Source: an optimization exercise on an open RTL-to-GDS flow (aim: a short achievable clock period and few clock cycles per item). Production flows keep margins and buffers that such runs may drop. Function was checked by simulation only, so behaviour that the tests miss may differ from the original. Power figures rest on the tool's default switching activity, not on a simulated workload.

lane 1:
==> flow/design.v (excerpt) <==
module APRSC (
	input             reset,       
	input             clk,         
	input      [31:0] i_wb_adr,    
	input      [3:0]  i_wb_sel,    
	input             i_wb_we,     
	output     [31:0] o_wb_dat,    
	input      [31:0] i_wb_dat,    
	input             i_wb_cyc,    
	input             i_wb_stb,    
	output            o_wb_ack,    
	output            o_wb_err     
);
Size in the first run: roughly 24000 cells after synthesis, about 8100 flip-flops, ~110 I/O pins, about 340000 sq um of cells after synthesis.
clock: 11.5 ns
lec_check: 0
cap_margin: 20
core_margin: 2
core_utilization: 40
slew_margin: 20
standard.sh (not shown) runs the stock make flow with config.mk's settings and CLKGATE_MAP_FILE= SYNTH_SCRIPT=/design/flow/synth_recipe.tcl, a recipe that flattens the netlist after the stock synthesis.
==> flow/flow/run.sh <==
#!/bin/bash
# Standard layout, with plain buffers (not delay cells) on the ports,
# resizing not limited to the same cell footprint, the bus interface's
# port-to-port logic mapped on its own, and the bus pins kept together on
# one edge (flow/io.tcl), so that the port-to-port read path is short.
set -euo pipefail
bash standard.sh \
  MATCH_CELL_FOOTPRINT=0 \
  "BUFFER_PORTS_ARGS=-buffer_cell sky130_fd_sc_hd__buf_4" \
  SETUP_SLACK_MARGIN=6.5 \
  "SYNTH_KEEP_MODULES=APRSC_BUS APRSC_DEC" \
  TNS_END_PERCENT=100 \
  IO_CONSTRAINTS=$PWD/flow/io.tcl \
  finish > standard_flow.log 2>&1
==> flow/flow/io.tcl <==
# Keep the bus pins that carry port-to-port and port-to-register paths
# together on the top edge, so that the logic between them is short.
set bus_pins {}
for {set i 0} {$i < 16} {incr i} { lappend bus_pins "i_wb_adr\[$i\]" }
lappend bus_pins i_wb_cyc i_wb_stb i_wb_we o_wb_ack
for {set i 0} {$i < 32} {incr i} { lappend bus_pins "o_wb_dat\[$i\]" }
for {set i 0} {$i < 16} {incr i} { lappend bus_pins "i_wb_dat\[$i\]" }
set_io_pin_constraint -pin_names $bus_pins -region top:* -group
Testbench counts of lane 1, summed over its fixed seeds: cycles 36,864, samples 4,096.
What lane 2 does differently from lane 1 at the input level:
--- a/flow/design.v
+++ b/flow/design.v
@@ -1418,32 +1418,30 @@
 		rdq_a2p <= rd_other_nx ? 16'hbeef : a2p_nx;
 		rdq_se  <= rd_other_nx ? 16'hbeef : {1'b0, se_nx};
 		rdq_ack <= rd_other_nx ? 16'hbeef : {15'h0000, ack_nx};
 		rdq_sr  <= rd_other_nx ? 16'hbeef : sr_nx;
 	end
 end
-wire [31:0] rd_sel;
-genvar di;
-generate
-	for (di = 0; di < 8; di = di + 1) begin : g_dec
-		APRSC_DEC DEC (.adr(i_wb_adr[3:2]), .sel(rd_sel[4*di +: 4]));
-	end
-endgenerate
+wire [15:0] rd_sel;
+APRSC_DEC DEC0 (.adr(i_wb_adr[3:2]), .sel(rd_sel[ 3: 0]));
+APRSC_DEC DEC1 (.adr(i_wb_adr[3:2]), .sel(rd_sel[ 7: 4]));
+APRSC_DEC DEC2 (.adr(i_wb_adr[3:2]), .sel(rd_sel[11: 8]));
+APRSC_DEC DEC3 (.adr(i_wb_adr[3:2]), .sel(rd_sel[15:12]));
 APRSC_BUS BUS (
 	.adr(i_wb_adr[15:0]), .we(i_wb_we), .cyc(i_wb_cyc), .stb(i_wb_stb), .rd_other(rd_other), .sel(rd_sel),
 	.rdq_hi(rdq_hi), .rdq_a2p(rdq_a2p), .rdq_se(rdq_se), .rdq_ack(rdq_ack), .rdq_sr(rdq_sr),
 	.ack(o_wb_ack), .dat(o_wb_dat)
 );
 endmodule  
 module APRSC_BUS (
 	input      [15:0] adr,
 	input             we,
 	input             cyc,
 	input             stb,
 	input             rd_other,    
-	input      [31:0] sel,         
+	input      [15:0] sel,         
 	input      [15:0] rdq_hi,
 	input      [15:0] rdq_a2p,
 	input      [15:0] rdq_se,
 	input      [15:0] rdq_ack,
 	input      [15:0] rdq_sr,
 	output            ack,
@@ -1452,16 +1450,16 @@
 wire rd_reg = (adr[15:5] == 11'h000) & adr[4] & (adr[1:0] == 2'b00);
 assign ack = cyc & stb & (we | rd_reg | rd_other);
 integer k;
 always @(*) begin
 	dat[31:16] = rdq_hi;
 	for (k = 0; k < 16; k = k + 1)
-		dat[k] = (sel[4*(k/2)+0] & rdq_a2p[k])      
-		       | (sel[4*(k/2)+1] & rdq_se[k])       
-		       | (sel[4*(k/2)+2] & rdq_ack[k])      
-		       | (sel[4*(k/2)+3] & rdq_sr[k]);      
+		dat[k] = (sel[4*(k/4)+0] & rdq_a2p[k])      
+		       | (sel[4*(k/4)+1] & rdq_se[k])       
+		       | (sel[4*(k/4)+2] & rdq_ack[k])      
+		       | (sel[4*(k/4)+3] & rdq_sr[k]);      
 end
 endmodule  
 module APRSC_DEC (
 	input  [1:0] adr,
 	output [3:0] sel
 );
Results
Lane 2: flow completed, timing, DRC and antenna clean. In the flow results for lane 2 and lane 1, the largest fanout of any net on the critical path is larger on lane 2. Between lane 2 and lane 1, the difference in fraction of power consumed by combinational cells is negligible. Between lane 2 and lane 1, global routing usage on met1 is higher for lane 1, lane 2 comes in under that. Final cell count without fillers across lane 2 and lane 1: no real change. Between lane 2 and lane 1, it is lane 2 whose met3 wire length is lower, by 4.0%. Worst setup slack, lane 2 and lane 1, higher one = lane 1. Diff lane 2..lane 1 | synthesized area | negligible. The via count of lane 2 falls short of that of lane 1 by about 0.7%. On adder and majority cell fraction of the synthesized area, lane 2 tracks lane 1 almost exactly. Between lane 2 and lane 1, clock-buffer cell count is higher for lane 1, lane 2 comes in under that. Lane 1 -> lane 2: final area flat.
Testbench counts of lane 2, summed over its fixed seeds: cycles 36,864, samples 4,096.

-- afterwards: timing with drivers on the ports --
In the flow no input, the clock included, has a driving cell. The finished layouts below were timed again as built, in two steps.
Step 1 (the two cells are an assumption about what drives the block):
set clk [get_ports {clk}]
set_driving_cell -lib_cell sky130_fd_sc_hd__clkbuf_16 $clk
set_driving_cell -lib_cell sky130_fd_sc_hd__buf_2 [delete_from_list [all_inputs] $clk]
Step 2 times the ports against the registers' clock, not the clock port: input delays grow and output delays shrink by t, the midpoint of the rising clock arrivals with the driver on.
Three values: ideal ports, drivers, drivers and shift; two values: the first two.
run	t (ns)	slack for setup (ns)	latest minus earliest clock arrival (ns)	slew at the worst register clock pin (ns)	cell pins on the clock port's net
lane 1	1.236	6.141 / 5.858 / 5.728	0.121 / 0.121	0.07 / 0.07	1
lane 2	1.231	6.132 / 5.941 / 5.713	0.125 / 0.126	0.07 / 0.07	1
After both steps every run listed still meets setup and hold. For lane 2, which loses most, drivers alone change the setup slack by -0.191 ns; drivers and shift together by -0.419 ns.
